What follows belongs to an exercise in optimizing a design on an open flow for small area and a short achievable clock period; a production flow would make more cautious choices.
In this exercise RTL edits were held to simulation tests only and were not proved equivalent to the original.
Power figures rest on the tool's default switching activity, not on a simulated workload.

==> inputs of run a <==
Design srpt_grant_pkts, start of the top module:
module srpt_grant_pkts #(parameter MAX_OVERCOMMIT = 8,
			 parameter MAX_OVERCOMMIT_LOG2 = 3,
			 parameter MAX_SRPT = 64)
   (input ap_clk, ap_rst, ap_ce, ap_start, ap_continue,
    input			 header_in_empty_i,
    output reg			 header_in_read_en_o,
    input [63:0]		 header_in_data_i,
    input			 grant_pkt_full_i,
    output reg			 grant_pkt_write_en_o,
    output reg [96:0]		 grant_pkt_data_o,
    output			 ap_idle, ap_done, ap_ready);
==> flow/config.mk <==
export PLATFORM = sky130hd
export DESIGN_NAME = srpt_grant_pkts
export DESIGN_NICKNAME = srpt_grant_pkts
export VERILOG_FILES = /design/flow/design.v
export SDC_FILE = /design/flow/constraint.sdc
export NUM_CORES = 8
export LEC_CHECK = 0
export CAP_MARGIN = 20
export CORE_MARGIN = 2
export CORE_UTILIZATION = 40
export SLEW_MARGIN = 20
export SYNTH_HIERARCHICAL = 1
export SYNTH_MEMORY_MAX_BITS = 8192
export SYNTH_MINIMUM_KEEP_SIZE = 0
==> flow/constraint.sdc <==
create_clock -name core_clock -period 15.0 [get_ports {ap_clk}]
set_input_delay 3.0000 -clock core_clock [delete_from_list [all_inputs] [get_ports {ap_clk}]]
set_output_delay 3.0000 -clock core_clock [all_outputs]
set_load 0.01 [all_outputs]
standard.sh (not shown) runs the stock make flow with config.mk's settings and CLKGATE_MAP_FILE= SYNTH_SCRIPT=/design/flow/synth_recipe.tcl, a recipe that flattens the netlist after the stock synthesis.
==> flow/flow/run.sh <==
#!/bin/bash
# The standard layout (standard.sh), with changes to how it is made:
#  - timing repair aims at a setup margin below the clock period, so the
#    resizer keeps working on paths that already meet the 15 ns clock;
#  - timing repair does not clone gates (a clone adds load to the gate that
#    drives it, which nothing repairs after routing);
#  - clock tree synthesis without dummy loads and with larger sink clusters.
# Synthesis, floorplan, placement, routing and the constraints are the standard flow's own.
set -euo pipefail
bash standard.sh SETUP_SLACK_MARGIN=7.5 SKIP_GATE_CLONING=1 \
  "CTS_ARGS=-sink_clustering_enable -repair_clock_nets -sink_clustering_size 20 -sink_clustering_max_diameter 80 -dont_use_dummy_load" \
  finish > standard_finish.log 2>&1
==> run b: changes against run a <==
--- a/flow/design.v
+++ b/flow/design.v
@@ -19,22 +19,22 @@
    reg [N*16-1:0] rp_q;       
    reg [N*32-1:0] rv_q;       
    reg [N*32-1:0] gbn_q;      
    reg [N*3-1:0]  prn_q;      
    wire [N*32-1:0] gb_q = ~gbn_q;
    wire [N*3-1:0]  pr_q = ~prn_q;
    reg [31:0]	  avail;      
    reg		  swap_type;  
-   reg [7:0]	  swc;        
    reg [A-1:0]	  rdy_q;      
    reg [A-1:0]	  gf_q;       
-   reg		  gok_q;      
+   reg		  rdany_q;    
    reg [31:0]	  rsel_q;     
    reg [31:0]	  gsel_q;     
+   reg		  anz_q;      
    wire [N*14-1:0] pe_d;
    wire [N*16-1:0] rp_d;
    wire [N*32-1:0] rv_d;
    wire [N*32-1:0] gb_d;
    wire [N*3-1:0]  pr_d;
    wire [A-1:0]	   rdy_d;
    reg [31:0]	   avail_d;
    wire        hdr   = header_in_empty_i;
@@ -42,124 +42,101 @@
    wire [15:0] hrpc  = header_in_data_i[29:14];
    wire [31:0] hlen  = header_in_data_i[61:30];
    wire        hinit = header_in_data_i[63:62] == 2'b00;
    wire [31:0] hgb   = hlen - 32'h56a;
    wire [N-2:0] sw;     
    wire [N-2:0] mblk;   
    wire [N-2:0] mupd;   
    genvar k, j;
-   integer jj;
    generate
-      for (k = 1; k < N-1; k = k + 2) begin : csh
-	 if (k != A-1) begin : c
-	    wire [34:0] ca = {pr_q[(k)*3 +: 3], ~gb_q[(k)*32 +: 32]};
-	    wire st = swc[k >> 3];
-	    wire [34:0] cb = ~(st ? {pr_q[(k+1)*3 +: 3], ~gb_q[(k+1)*32 +: 32]} : {pr_q[(k-1)*3 +: 3], ~gb_q[(k-1)*32 +: 32]});
-	    wire [35:0] cc;
-	    assign cc[0] = st;
-	    for (j = 0; j < 35; j = j + 1) begin : rip
-	       assign cc[j+1] = (ca[j] & cb[j]) | (ca[j] & cc[j]) | (cb[j] & cc[j]);
-	    end
-	    assign sw[k-1] = cc[35] ^ st;
-	    assign sw[k]   = cc[35] ^ st;
-	 end
-      end
-      for (k = A-2; k < N-1; k = k + 1) begin : cown
-	 if (k == A-2 || k == A-1 || k == N-2) begin : c
-	    wire [34:0] ca = {pr_q[(k+1)*3 +: 3], ~gb_q[(k+1)*32 +: 32]};
-	    wire [34:0] cb = ~{pr_q[(k)*3 +: 3], ~gb_q[(k)*32 +: 32]};
-	    wire [35:0] cc;
-	    assign cc[0] = 1'b0;
-	    for (j = 0; j < 35; j = j + 1) begin : rip
-	       assign cc[j+1] = (ca[j] & cb[j]) | (ca[j] & cc[j]) | (cb[j] & cc[j]);
-	    end
-	    assign sw[k] = cc[35];
-	 end
-      end
       for (k = 0; k < N-1; k = k + 1) begin : pair
+	 wire [34:0] ca = {pr_q[(k+1)*3 +: 3], gb_q[(k)*32 +: 32]};
+	 wire [34:0] cb = ~{pr_q[(k)*3 +: 3], gb_q[(k+1)*32 +: 32]};
+	 wire [35:0] cc;
+	 assign cc[0] = 1'b0;
+	 for (j = 0; j < 35; j = j + 1) begin : rip
+	    assign cc[j+1] = (ca[j] & cb[j]) | (ca[j] & cc[j]) | (cb[j] & cc[j]);
+	 end
+	 assign sw[k] = cc[35];
 	 if (k < A) begin : act
 	    assign mblk[k] = 1'b0;
 	    assign mupd[k] = 1'b0;
 	 end else begin : que
 	    wire peq = pe_q[(k)*14 +: 14] == pe_q[(k+1)*14 +: 14];
 	    wire req = rp_q[(k)*16 +: 16] == rp_q[(k+1)*16 +: 16];
 	    assign mblk[k] = peq && pr_q[(k)*3 +: 3] == 3'b001;
 	    assign mupd[k] = peq && req && pr_q[(k)*3 +: 3] == 3'b000;
 	 end
       end
    endgenerate
-   wire [A-1:0] pm, rm;
+   wire [A-1:0] pm, rm, lt;
    generate
       for (k = 0; k < A; k = k + 1) begin : am
 	 assign pm[k] = hpeer == pe_q[(k)*14 +: 14];
 	 assign rm[k] = hrpc == rp_q[(k)*16 +: 16];
+	 wire [31:0] la = gb_q[(k)*32 +: 32];
+	 wire [31:0] lb = ~hgb;
+	 wire [32:0] lc;
+	 assign lc[0] = 1'b0;
+	 for (j = 0; j < 32; j = j + 1) begin : rip
+	    assign lc[j+1] = (la[j] & lb[j]) | (la[j] & lc[j]) | (lb[j] & lc[j]);
+	 end
+	 assign lt[k] = lc[32];
       end
    endgenerate
    wire [A-1:0] pf = pm & ~(pm - 1'b1);
    wire [A-1:0] rf = rm & ~(rm - 1'b1);
    wire pm_any = |pm;
    wire rm_any = |rm;
-   reg [31:0] gpf;
-   always @* begin
-      gpf = 0;
-      for (jj = 0; jj < A; jj = jj + 1)
-	gpf = gpf | ({32{pf[jj]}} & gb_q[(jj)*32 +: 32]);
-   end
-   wire [32:0] lc;
-   assign lc[0] = 1'b0;
-   generate
-      for (j = 0; j < 32; j = j + 1) begin : ltr
-	 assign lc[j+1] = (gpf[j] & ~hgb[j]) | (gpf[j] & lc[j]) | (~hgb[j] & lc[j]);
-      end
-   endgenerate
-   wire shorter = lc[32];
+   wire shorter = |(pf & lt);
+   reg [31:0] hrsel, hgsel;
    reg [13:0] pesel;
    reg [15:0] rpsel;
-   always @* begin
-      pesel = 0; rpsel = 0;
+   integer    jj;
+   always @* begin
+      hrsel = 0; hgsel = 0; pesel = 0; rpsel = 0;
       for (jj = 0; jj < A; jj = jj + 1) begin
+	 hrsel = hrsel | ({32{rf[jj]}} & rv_q[(jj)*32 +: 32]);
+	 hgsel = hgsel | ({32{rf[jj]}} & gb_q[(jj)*32 +: 32]);
 	 pesel = pesel | ({14{gf_q[jj]}} & pe_q[(jj)*14 +: 14]);
 	 rpsel = rpsel | ({16{gf_q[jj]}} & rp_q[(jj)*16 +: 16]);
       end
    end
-   wire        r_gt_a;
-   wire [31:0] gout, rnew, a_m_r;
-   wire        gempty;
-   srpt_grant_arith arith (.g(gsel_q), .r(rsel_q), .a(avail), .r_gt_a(r_gt_a),
-			   .gout(gout), .rnew(rnew), .a_m_r(a_m_r), .gempty(gempty));
-   wire new_grant  = grant_pkt_full_i && gok_q;
+   wire [31:0] hrnew = hrsel + 32'h56a;
+   wire [31:0] hgnew = hgsel - 32'h56a;
+   wire        r_gt_a = rsel_q > avail;
+   wire [31:0] g_m_a  = gsel_q - avail;
+   wire [31:0] g_m_r  = gsel_q - rsel_q;
+   wire [31:0] r_m_a  = rsel_q - avail;
+   wire [31:0] a_m_r  = avail - rsel_q;
+   wire [31:0] gout   = r_gt_a ? g_m_a : g_m_r;
+   wire [31:0] rnew   = r_gt_a ? r_m_a : 32'd0;
+   wire        gempty = !r_gt_a && gsel_q == rsel_q;
+   wire new_grant  = grant_pkt_full_i && rdany_q && anz_q;
    wire new_active = sw[A-1] && pr_q[(A)*3 +: 3] == 3'b110;
    always @* begin
       header_in_read_en_o  = hdr;
       grant_pkt_write_en_o = !hdr && new_grant;
       grant_pkt_data_o     = {3'b000, gout, 32'd0, rpsel, pesel};
    end
    wire run  = !ap_rst && ap_ce && ap_start;
    wire op_h = run && hdr;
    wire op_g = run && !hdr && new_grant;
    wire op_a = run && !hdr && !new_grant && new_active;
    wire op_s = run && !hdr && !new_grant && !new_active;
    wire op_e = op_s && !swap_type;    
    wire op_o = op_s && swap_type;     
    wire keep = !ap_rst && !run;       
    wire [A-1:0] w_hr = {A{op_h && !hinit}} & rf;      
-   wire [A-1:0] w_hb = {A{op_h && hinit && shorter}} & pf;  
+   wire [A-1:0] w_hb = {A{op_h && hinit}} & pf & lt;  
    wire [A-1:0] w_g  = {A{op_g}} & gf_q;              
    wire [A-1:0] w_rg = w_hr | w_g;
-   reg [31:0] hrsel, hgsel;
-   always @* begin
-      hrsel = 0; hgsel = 0;
-      for (jj = 0; jj < A; jj = jj + 1) begin
-	 hrsel = hrsel | ({32{rf[jj]}} & rv_q[(jj)*32 +: 32]);
-	 hgsel = hgsel | ({32{rf[jj]}} & gb_q[(jj)*32 +: 32]);
-      end
-   end
-   wire [31:0]	wr_r = hdr ? hrsel + 32'h56a : rnew;
-   wire [31:0]	wr_g = hdr ? hgsel - 32'h56a : gout;
+   wire [31:0]	wr_r = hdr ? hrnew : rnew;
+   wire [31:0]	wr_g = hdr ? hgnew : gout;
    genvar i;
    generate
       for (i = 0; i < N; i = i + 1) begin : ent
 	 wire lo_act, hi_act;    
 	 if (i == N-1 || i == A-1) begin : lnone
 	    assign lo_act = 1'b0;
 	 end else begin : lx
 	    assign lo_act = (i % 2 == 0) ? op_e : op_o;
@@ -266,67 +243,20 @@
    end
    always @(posedge ap_clk) begin
       pe_q    <= pe_d;
       rp_q    <= rp_d;
       rv_q    <= rv_d;
       gbn_q   <= ~gb_d;
       prn_q   <= ~pr_d;
       avail   <= avail_d;
+      anz_q   <= avail_d != 0;
       rdy_q   <= rdy_d;
       gf_q    <= gf_d;
-      gok_q   <= |rdy_d && avail_d != 0;
+      rdany_q <= |rdy_d;
       rsel_q  <= rsel_d;
       gsel_q  <= gsel_d;
       if (ap_rst)
 	swap_type <= 1'b0;
       else if (op_s)
 	swap_type <= !swap_type;
-      for (jj = 0; jj < 8; jj = jj + 1)
-	if (ap_rst)
-	  swc[jj] <= 1'b0;
-	else if (op_s)
-	  swc[jj] <= !swc[jj];
    end
 endmodule
-module srpt_grant_arith (input [31:0] g, r, a,
-			 output r_gt_a, output [31:0] gout, rnew, a_m_r,
-			 output gempty);
-   wire [31:0] px_x [0:2];
-   wire [31:0] px_y [0:2];
-   wire [31:0] px_g [0:2];
-   wire [31:0] px_t [0:2];
-   wire [31:0] px_p [0:2];
-   assign px_x[0] = r; assign px_y[0] = a;
-   assign px_x[1] = g; assign px_y[1] = a;
-   assign px_x[2] = g; assign px_y[2] = r;
-   genvar ka, kl, kb;
-   generate
-      for (ka = 0; ka < 3; ka = ka + 1) begin : px
-	 wire [31:0] pg [0:5];
-	 wire [31:0] pt [0:5];
-	 assign pg[0] = px_x[ka] & ~px_y[ka];
-	 assign pt[0] = px_x[ka] | ~px_y[ka];
-	 assign px_p[ka] = ~(px_x[ka] ^ px_y[ka]);
-	 for (kl = 0; kl < 5; kl = kl + 1) begin : lv
-	    for (kb = 0; kb < 32; kb = kb + 1) begin : b
-	       if ((kb >> kl) & 1) begin : c
-		  assign pg[kl+1][kb] = pg[kl][kb] | (pt[kl][kb] & pg[kl][((kb >> kl) << kl) - 1]);
-		  assign pt[kl+1][kb] = pg[kl][kb] | (pt[kl][kb] & pt[kl][((kb >> kl) << kl) - 1]);
-	       end else begin : n
-		  assign pg[kl+1][kb] = pg[kl][kb];
-		  assign pt[kl+1][kb] = pt[kl][kb];
-	       end
-	    end
-	 end
-	 assign px_g[ka] = pg[5];
-	 assign px_t[ka] = pt[5];
-      end
-   endgenerate
-   assign r_gt_a = px_g[0][31];
-   wire [31:0] r_m_a = px_p[0] ^ {px_t[0][30:0], 1'b1};
-   assign a_m_r = ~(px_p[0] ^ {px_g[0][30:0], 1'b0});
-   wire [31:0] g_m_a = px_p[1] ^ {px_t[1][30:0], 1'b1};
-   wire [31:0] g_m_r = px_p[2] ^ {px_t[2][30:0], 1'b1};
-   assign gout   = r_gt_a ? g_m_a : g_m_r;
-   assign rnew   = r_gt_a ? r_m_a : 32'd0;
-   assign gempty = !r_gt_a && g == r;
-endmodule
==> flow/flow/run.sh (replaced) <==
#!/bin/bash
set -euo pipefail
bash standard.sh SETUP_SLACK_MARGIN=8.5 finish > standard_finish.log 2>&1
==> flow/config.mk (replaced) <==
export PLATFORM = sky130hd
export DESIGN_NAME = srpt_grant_pkts
export DESIGN_NICKNAME = srpt_grant_pkts
export VERILOG_FILES = /design/flow/design.v
export SDC_FILE = /design/flow/constraint.sdc
export NUM_CORES = 8
export LEC_CHECK = 0
export ABC_CLOCK_PERIOD_IN_PS = 5000
export CAP_MARGIN = 20
export CORE_MARGIN = 2
export CORE_UTILIZATION = 45
export SLEW_MARGIN = 20
export SYNTH_MEMORY_MAX_BITS = 8192
==> comparison table <==
|  | run a | run b |
|---|---|---|
| Mean instance size in the synthesized netlist | 8.73 µm² | 8.53 µm² |
| # placed instances | 44300 | 44100 |
| Net Switching | 7800 µW | 9690 µW |
| H-tree depth reported by CTS | 5 | 6 |
| Power Density | 87.5 nW/µm² | 102 nW/µm² |
| First-pass GRT wire length | 1980000 µm | 2190000 µm |
| TritonCTS buffer count | 423 | 704 |
| Core Region | 778000 µm² | 695000 µm² |
| Diodes inserted | 43 | 122 |
| Synth Area in Simple Gates | 0.112 | 0.115 |
| Run status | complete, no violations | complete, no violations |
| Vias in the first global route | 284000 | 299000 |
| Crit-path max FO | 7 | 6 |
| Die Span X | 888 µm | 839 µm |
| Normalized max-slew margin | 0.142 | 0.0853 |
| Clock insertion delay at the later pin of the skew report | 1140 ps | 1250 ps |
| Largest net degree at the start of global routing | 155 | 135 |
| Combined flip-flop and latch cell area | 127000 µm² | 127000 µm² |
| Buffer and inverter count on the worst path | 14 | 3 |
| Clock group | 11100 µW | 18100 µW |
| Synth Area in XOR/XNOR | 0.0578 | 0.0574 |
| Period Utilization, post-route | 0.554 | 0.536 |
| Pin slew with the least headroom to its limit | 1280 ps | 1370 ps |
| Hold EP | rv_q[1915]$_DFF_P_ | rv_q[1206]$_DFF_P_ |
| Clock tree sinks | 6329 | 6322 |
| Number of sequential cells | 6329 | 6322 |
| First element of the critical path | header_in_data_i[11] | gsel_q[23]$_DFF_P_ |

port drivers added, routing unchanged:
The flow's constraints put no driver on any port. The routed layouts listed below were extracted and timed again, unchanged, in two steps. Step 1, drivers: a clkbuf_16 drives ap_clk and a buf_2 each remaining input, both assumed. Step 2 also shifts input and output timing later by t, the mid clock arrival at the registers, as if the neighbouring blocks saw the same clock. Three values: no drivers, after step 1, after step 2; two values: the first two.
| run | shift t [ns] | slack for setup (ns) | pins driven straight from the clock port |
|---|---|---|---|
| run a | 1.186 | 6.688 / 6.791 / 5.605 | 1 |
| run b | 1.330 | 6.958 / 6.809 / 5.903 | 1 |
After both steps setup and hold are still met in every run listed. For run a, which loses most, drivers alone change the setup slack by +0.103 ns; drivers and shift together by -1.083 ns.
